This design comes from an exercise in tuning for small area and a short achievable clock period on the open sky130 flow, not from production work.
At most, simulation tests tie the RTL to the original design; equivalence was not proved.

==> v11: inputs <==
## DF_Fir_Tree
module DF_Fir_Tree (clk, clk_enable, reset, filter_in, filter_out);
  input clk;
  input clk_enable;
  input reset;
  input signed [15:0] filter_in;
  output signed [32:0] filter_out;
  reg signed [15:0] d0, d1, d2, d3, d4, d5, d6, d7;
  reg signed [16:0] pa, pb;
  reg signed [32:0] output_register;
  reg [32:0] Rs, Rc;
  wire signed [16:0] pa_n = (d0 + d4);
  wire signed [16:0] pb_n = (d1 + d3);
  wire t_1 = pb[1] ^ d3[0];
  wire t_2 = pb[1] & d3[0];
  wire t_3, t_4;
  fir_fa ut_3 (.a(pb[2]), .b(pb[0]), .c(d3[1]), .s(t_3), .co(t_4));
  wire t_5, t_6;
  fir_fa ut_5 (.a(~d7[0]), .b(pa[1]), .c(t_2), .s(t_5), .co(t_6));
  wire t_7 = pa[2] ^ d7[1];
  wire t_8 = pa[2] | d7[1];
  wire t_9, t_10;
  fir_fa ut_9 (.a(d0[0]), .b(pa[0]), .c(pb[3]), .s(t_9), .co(t_10));
  wire t_11, t_12;
  fir_fa ut_11 (.a(pb[1]), .b(d3[2]), .c(d6[0]), .s(t_11), .co(t_12));
  wire t_13, t_14;
  fir_fa ut_13 (.a(~pa[1]), .b(t_7), .c(t_4), .s(t_13), .co(t_14));
  wire t_15, t_16;
  fir_fa ut_15 (.a(t_9), .b(t_11), .c(t_6), .s(t_15), .co(t_16));
  wire t_17 = d0[1] ^ pa[1];
  wire t_18 = d0[1] | pa[1];
  wire t_19, t_20;
  fir_fa ut_19 (.a(pb[4]), .b(pb[2]), .c(d3[3]), .s(t_19), .co(t_20));
  wire t_21, t_22;
  fir_fa ut_21 (.a(pa[3]), .b(pb[0]), .c(d7[2]), .s(t_21), .co(t_22));
  wire t_23, t_24;
  fir_fa ut_23 (.a(d6[1]), .b(d7[0]), .c(~t_8), .s(t_23), .co(t_24));
  wire t_25, t_26;
  fir_fa ut_25 (.a(t_10), .b(t_12), .c(t_19), .s(t_25), .co(t_26));
  wire t_27, t_28;
  fir_fa ut_27 (.a(~t_21), .b(t_23), .c(t_14), .s(t_27), .co(t_28));
  wire t_29, t_30;
  fir_fa ut_29 (.a(~t_17), .b(t_25), .c(t_16), .s(t_29), .co(t_30));
  wire t_31 = pa[4] ^ pb[1];
  wire t_32 = pa[4] | pb[1];
  ...
Settings: LEC_CHECK=0, CAP_MARGIN=20, CORE_MARGIN=2, CORE_UTILIZATION=60, CTS_CLUSTER_DIAMETER=100, CTS_CLUSTER_SIZE=20, PLACE_DENSITY=0.72, SLEW_MARGIN=20, SYNTH_HIERARCHICAL=1, SYNTH_MINIMUM_KEEP_SIZE=0; clock period 13.0 ns.
standard.sh (not shown) runs the stock make flow with config.mk's settings and CLKGATE_MAP_FILE= SYNTH_SCRIPT=/design/flow/synth_recipe.tcl, a recipe that flattens the netlist after the stock synthesis.
==> flow/flow/run.sh <==
#!/bin/bash
# Standard ORFS layout with two changes to how it is optimised:
#  - port buffers use buf_2 instead of the resizer's default pick;
#  - repair_timing aims for extra setup slack on the worst endpoints.
# Everything else (synthesis, floorplan, CTS, routing) is the standard.sh.
set -euo pipefail
bash standard.sh \
  "BUFFER_PORTS_ARGS=-buffer_cell sky130_fd_sc_hd__buf_2" \
  SETUP_SLACK_MARGIN=8.9 \
  TNS_END_PERCENT=10 \
  finish > standard_make.log 2>&1
==> v22: changes against v11 <==
--- a/flow/design.v
+++ b/flow/design.v
@@ -845,15 +845,16 @@
   fir_fa utb_119 (.a(Rc[29]), .b(Rs[28]), .c(~Rs[29]), .s(tb_119), .co(tb_120));
   wire tb_121, tb_122;
   fir_fa utb_121 (.a(Rc[30]), .b(Rs[29]), .c(~Rs[30]), .s(tb_121), .co(tb_122));
   wire tb_123, tb_124;
   fir_fa utb_123 (.a(Rc[31]), .b(Rs[30]), .c(Rs[31]), .s(tb_123), .co(tb_124));
   wire [32:0] n0 = {Rs[31], ~tb_122, ~tb_120, ~tb_118, ~tb_116, ~tb_114, ~tb_112, ~tb_111, ~tb_108, tb_104, ~tb_100, ~tb_99, ~tb_92, tb_86, tb_80, ~tb_74, tb_68, tb_62, ~tb_56, tb_50, tb_44, tb_38, tb_32, tb_26, tb_20, tb_16, tb_12, tb_8, tb_4, tb_3, Rc[2], ~Rs[1], 1'b0};
   wire [32:0] n1 = {~tb_124, ~tb_123, ~tb_121, ~tb_119, ~tb_117, ~tb_115, ~tb_113, tb_110, tb_109, ~tb_107, tb_103, ~tb_96, ~tb_95, ~tb_91, tb_85, tb_79, ~tb_73, tb_67, tb_61, ~tb_55, tb_49, tb_43, tb_37, tb_31, tb_25, tb_19, tb_15, tb_11, tb_7, ~tb_2, tb_1, Rc[1], Rc[0]};
-  wire [32:0] nsum = n0 + n1 + 33'd1;
+  wire [32:0] nsum;
+  fir_add33 ucpa (.a(n0), .b(n1), .s(nsum));
   wire [32:0] sum = ~nsum;
   always @(posedge clk or posedge reset)
     if (reset) begin
       d0 <= 0; d1 <= 0; d2 <= 0; d3 <= 0; d4 <= 0; d5 <= 0; d6 <= 0; d7 <= 0;
       pa <= 0; pb <= 0;
       Rs <= 33'd6414442825;
       Rc <= 33'd2027188;
@@ -875,7 +876,12 @@
 endmodule
 module fir_ha (a, b, s, co);
   input a, b;
   output s, co;
   assign s = a ^ b;
   assign co = a & b;
 endmodule
+module fir_add33 (a, b, s);
+  input [32:0] a, b;
+  output [32:0] s;
+  assign s = a + b + 33'd1;
+endmodule
==> flow/flow/run.sh (replaced) <==
#!/bin/bash
# Standard ORFS layout with two changes to how it is optimised:
#  - port buffers use buf_1 instead of the resizer's default pick;
#  - repair_timing aims for extra setup slack on the worst endpoints.
# Everything else (synthesis, floorplan, CTS, routing) is the standard.sh.
set -euo pipefail
bash standard.sh \
  "BUFFER_PORTS_ARGS=-buffer_cell sky130_fd_sc_hd__buf_1" \
  SETUP_SLACK_MARGIN=8.9 \
  TNS_END_PERCENT=10 \
  finish > standard_make.log 2>&1
Settings changed: CORE_UTILIZATION 60 to 40, CTS_BUF_LIST from default to sky130_fd_sc_hd__clkbuf_8, CTS_CLUSTER_DIAMETER 100 to 80, CTS_CLUSTER_SIZE 20 to 15, PLACE_DENSITY 0.72 to 0.6.
==> impl_metrics.csv <==
group,metric,value,unit
detailed_routing,wl_met3,4.440,mm
min_path,whs_path_depth,1,
outcome,outcome,"no timing/DRC/antenna violations",
yosys,synth.distinct_cells,55,
yosys,syn_inst,1627,
place,post-place-cells,2100,
yosys,synth_nets,2129,
timing,tightest_slew,1.040,ns
yosys,ys_top_cells_by_count,"409 x fa_1, 230 x dfrtp_1, 203 x inv_1, 178 x mux2_2, 74 x ha_1",
cells_and_area,finalNetCount,2292,
min_path,hp-start,"d2[3]",
yosys,mappedNetlistArea,0.02126,mm2
timing,period_share,0.3228,
place,gp_congestion,0.9638,
cells_and_area,clk_share,0.02142,
cells_and_area,layout_common_cells,"351 x fa_1, 193 x inv_1, 176 x mux2_2",
floorplanning,core_area,0.03471,mm2
yosys,synth_compound_area_frac,0.06681,
[end of results for v11]
==> impl_metrics.csv <==
group,metric,value,unit
yosys,ys_top_cells_by_count,"409 x fa_1, 230 x dfrtp_1, 202 x inv_1, 174 x mux2_2, 113 x nand2_1",
outcome,outcome,"no timing/DRC/antenna violations",
yosys,mappedNetlistArea,0.02155,mm2
cells_and_area,clk_share,0.02258,
place,gp_congestion,0.9208,
cells_and_area,finalNetCount,2326,
cells_and_area,layout_common_cells,"348 x fa_1, 206 x inv_1, 172 x mux2_2",
floorplanning,core_area,0.05350,mm2
detailed_routing,wl_met3,2.580,mm
timing,period_share,0.3222,
yosys,synth.distinct_cells,77,
place,post-place-cells,2378,
yosys,synth_compound_area_frac,0.07582,
[end of results for v22]
No functional check of the RTL was part of v22.

what the ideal ports hide:
How much do the figures lean on ideal ports? The routed layouts below were timed once more, with nothing changed but the port constraints.
Step 1, drivers: a clkbuf_16 drives clk and a buf_2 each remaining input, both assumed.
Step 2 also shifts input and output timing later by t, the mid clock arrival at the registers, as if the neighbouring blocks saw the same clock.
Three values: ideal ports, drivers, drivers and shift; two values: the first two.
run | shift t [ns] | slack for setup (ns) | latest minus earliest clock arrival (ns) | pins driven straight from the clock port
v11 | 0.569 | 8.803 / 8.803 / 8.355 | 0.029 / 0.028 | 1
v22 | 0.663 | 8.811 / 8.811 / 8.260 | 0.040 / 0.040 | 1
After both steps setup and hold are still met in every run listed. The setup slack of v22, which loses most, moves by 0.000 ns with the drivers and by -0.551 ns with both steps.
